Background: an optimization exercise with open tools, aiming at small area and a short achievable clock period. Do not read the settings as production practice. RTL that was checked went through simulation tests only; none was proved equivalent to the original. Power figures rest on the tool's default switching activity, not on a simulated workload.

## SPI_Wrapper
module SPI_Wrapper(clk, rst_n, MOSI, MISO, SS_n);
	input clk, rst_n, MOSI, SS_n;
	output  MISO;
	wire [9:0] data_from_SPI_to_RAM;
	wire [7:0] data_from_RAM_to_SPI;
	wire data_from_SPI_to_RAM_valid, data_from_RAM_to_SPI_valid;
	SPI_Slave SPI (
		.MOSI(MOSI),
		.MISO(MISO),
		.SS_n(SS_n),
		.clk(clk),
		.rst_n(rst_n),
		.rx_data(data_from_SPI_to_RAM),
		.rx_valid(data_from_SPI_to_RAM_valid),
		.tx_data(data_from_RAM_to_SPI),
		.tx_valid(data_from_RAM_to_SPI_valid)
	);
	RAM RAM1 (
		.clk(clk),
		.rst_n(rst_n),
		.din(data_from_SPI_to_RAM),
		.rx_valid(data_from_SPI_to_RAM_valid),
		.dout(data_from_RAM_to_SPI),
		.tx_valid(data_from_RAM_to_SPI_valid)
	);
endmodule
Size: roughly 2600 cells after synthesis, about 2100 flip-flops, roughly 5 I/O pins.
Settings: LEC_CHECK=0, CAP_MARGIN=20, CORE_MARGIN=2, CORE_UTILIZATION=65, CTS_BUF_LIST=sky130_fd_sc_hd__clkbuf_8, CTS_CLUSTER_SIZE=24, PLACE_DENSITY=0.75, SETUP_SLACK_MARGIN=3.8, SLEW_MARGIN=20; clock period 6.0 ns.
run.sh (not shown) runs the stock make flow with config.mk's settings and CLKGATE_MAP_FILE= SYNTH_SCRIPT=/design/flow/synth_recipe.tcl, a recipe that flattens the netlist after the stock synthesis.
Rerun with:
Settings changed: CORE_UTILIZATION 65 to 45, CTS_BUF_LIST sky130_fd_sc_hd__clkbuf_8 to unset, CTS_CLUSTER_SIZE 24 to unset, PLACE_DENSITY 0.75 to 0.6, SETUP_SLACK_MARGIN 3.8 to unset.
The changed run completed with no timing, DRC or antenna violations.
Routed wire length shrinks by about 7%.
Sequential power hardly moves.
Count of clock-buffer cells in the layout came out lower by 114.
Total power increases by 1.8%.
Setup slack is worse by 670 ps.
Die area increases by about 44%.
Final area barely changes.
Utilization drops by 23 points.
Non-clock buffer count went down by 32.
Clock skew goes down by 39 ps.
Critical path depth is higher by 3.
Rerun with:
Settings changed: CORE_UTILIZATION 45 to 65, CTS_BUF_LIST set to sky130_fd_sc_hd__clkbuf_16, CTS_CLUSTER_DIAMETER set to 100, CTS_CLUSTER_SIZE set to 30, PLACE_DENSITY 0.6 to 0.75, SETUP_SLACK_MARGIN set to 3.8.
- total power went down by 20%
- worst setup slack gets better by 900 ps
- count of clock-buffer cells in the layout went down by 173
- global-route usage went up by 5.0 points
- die area went down by about 30%
- via count went down by about 2.5%
- worst hold slack gets better by 9.7 ps
- synthesized cell count does not change
- design area went down by 6.4%
- final cell count went down by about 14%
- fmax went up by about 37%
Rerun with:
Settings changed: CTS_BUF_LIST sky130_fd_sc_hd__clkbuf_16 to unset, CTS_CLUSTER_DIAMETER 100 to unset, CTS_CLUSTER_SIZE 30 to unset, SETUP_SLACK_MARGIN 3.8 to 3.0.
After rerunning: Utilization rises by 4.3 points. Cell area rises by about 6%. Power rises by about 26%. Synthesized cell count does not change. Area after synthesis does not change. Global-route usage rises by 2.8 points.

* * *

blue:
Another version of the RTL of SPI_Wrapper (not shown whole).
Size: about 2600 cells after synthesis, about 5 I/O pins.
==> flow/config.mk <==
export PLATFORM = sky130hd
export DESIGN_NAME = SPI_Wrapper
export DESIGN_NICKNAME = SPI_Wrapper
export VERILOG_FILES = /design/flow/design.v
export SDC_FILE = /design/flow/constraint.sdc
export NUM_CORES = 4
export LEC_CHECK = 0
export CAP_MARGIN = 20
export CORE_MARGIN = 2
export CORE_UTILIZATION = 65
export CTS_BUF_LIST = sky130_fd_sc_hd__clkbuf_16
export CTS_CLUSTER_DIAMETER = 100
export CTS_CLUSTER_SIZE = 30
export PLACE_DENSITY = 0.75
export SETUP_SLACK_MARGIN = 3.65
export SLEW_MARGIN = 20
==> flow/constraint.sdc <==
create_clock -name core_clock -period 6.0 [get_ports {clk}]
set_input_delay 1.2000 -clock core_clock [delete_from_list [all_inputs] [get_ports {clk}]]
set_output_delay 1.2000 -clock core_clock [all_outputs]
set_load 0.01 [all_outputs]
standard.sh (not shown) runs the stock make flow with config.mk's settings and CLKGATE_MAP_FILE= SYNTH_SCRIPT=/design/flow/synth_recipe.tcl, a recipe that flattens the netlist after the stock synthesis.
==> flow/flow/run.sh <==
#!/bin/bash
set -euo pipefail
export POST_DETAIL_PLACE_TCL="$(pwd)/flow/place_out_ff.tcl"
bash standard.sh > standard_sh.log 2>&1
==> flow/flow/place_out_ff.tcl <==
# Runs inside ORFS detailed placement (POST_DETAIL_PLACE_TCL), with the design loaded.
# For every output port: find the buffer driving it and the register driving that buffer,
# and place the register right next to the buffer; then legalise again.
set block [ord::get_db_block]
foreach bt [$block getBTerms] {
  if { [$bt getIoType] != "OUTPUT" } { continue }
  set net [$bt getNet]
  if { $net == "NULL" } { continue }
  set buf ""
  foreach it [$net getITerms] { if { [$it isOutputSignal] } { set buf [$it getInst] } }
  if { $buf == "" } { continue }
  set ff ""
  foreach it [$buf getITerms] {
    if { [$it isInputSignal] && [$it getNet] != "NULL" } {
      foreach d [[$it getNet] getITerms] {
                if { [$d isOutputSignal] } { set drv [$d getInst] }
      }
    }
  }
  if { [info exists drv] && [[$drv getMaster] isSequential] } { set ff $drv }
  if { $ff == "" } { continue }
  set loc [$buf getLocation]
  puts "place_out_ff: [$ff getName] -> next to [$buf getName] at $loc"
  $ff setLocation [lindex $loc 0] [lindex $loc 1]
  $ff setPlacementStatus PLACED
}
detailed_placement
optimize_mirroring
utl::info FLW 12 "Placement violations [check_placement -verbose]."
estimate_parasitics -placement
blue finished all stages; the layout is clean.
### blue -> red
==> flow/run.sh (new file) <==
#!/bin/bash
# synth_recipe.tcl (not shown) runs the flow's synth.tcl, then flattens the netlist and writes it again
# the make line also repeats each setting of config.mk as NAME=value (left out here)
make -C /OpenROAD-flow-scripts/flow DESIGN_CONFIG=/design/flow/config.mk WORK_HOME=/design/flow/orfs CLKGATE_MAP_FILE= SYNTH_SCRIPT=/design/flow/synth_recipe.tcl finish
removed: flow/flow/run.sh
removed: flow/flow/place_out_ff.tcl
removed: flow/standard.sh
--- outcome ---
- Routed wire in red totals more than in blue.
- Relative area of clock buffers and inverters in the final design: red vs blue — no meaningful difference
- Period utilization for red: 0.81 points down relative to blue
No run of this note included a check of the RTL's function; only the layout flow was run.

-- port drivers added, routing unchanged --
The flow's constraints put no driver on any port. The routed layouts listed below were extracted and timed again, unchanged, in two steps. Step 1 assumes that a clkbuf_16 drives the clock port and a buf_2 every other input. Step 2 adds t to the input delays and takes it off the output delays; t is the mean of the earliest and latest rising clock arrival at the registers after step 1. Input paths then give back, and output paths get back, about the clock's delay inside the block. a / b / c = ideal / step 1 / step 2; a / b = the first two.
run | t, ns | setup WS [ns] | worst slew at a driven data input, ns
the first run of note 1 | 0.962 | 3.313 / 3.244 / 3.487 | 0.07
the second run of note 1 | 0.810 | 2.643 / 2.643 / 2.643 | 0.04
the third run of note 1 | 0.705 | 3.541 / 3.475 / 3.404 | 0.08
the fourth run of note 1 | 0.815 | 3.061 / 2.991 / 3.147 | 0.03
blue | 0.712 | 3.484 / 3.484 / 3.484 | 0.05
red | 0.709 | 3.532 / 3.465 / 3.568 | 0.05
After both steps every run listed still meets setup and hold. For the third run of note 1, which loses most, drivers alone change the setup slack by -0.066 ns; drivers and shift together by -0.137 ns. The worst setup slack also covers recovery checks on asynchronous resets.
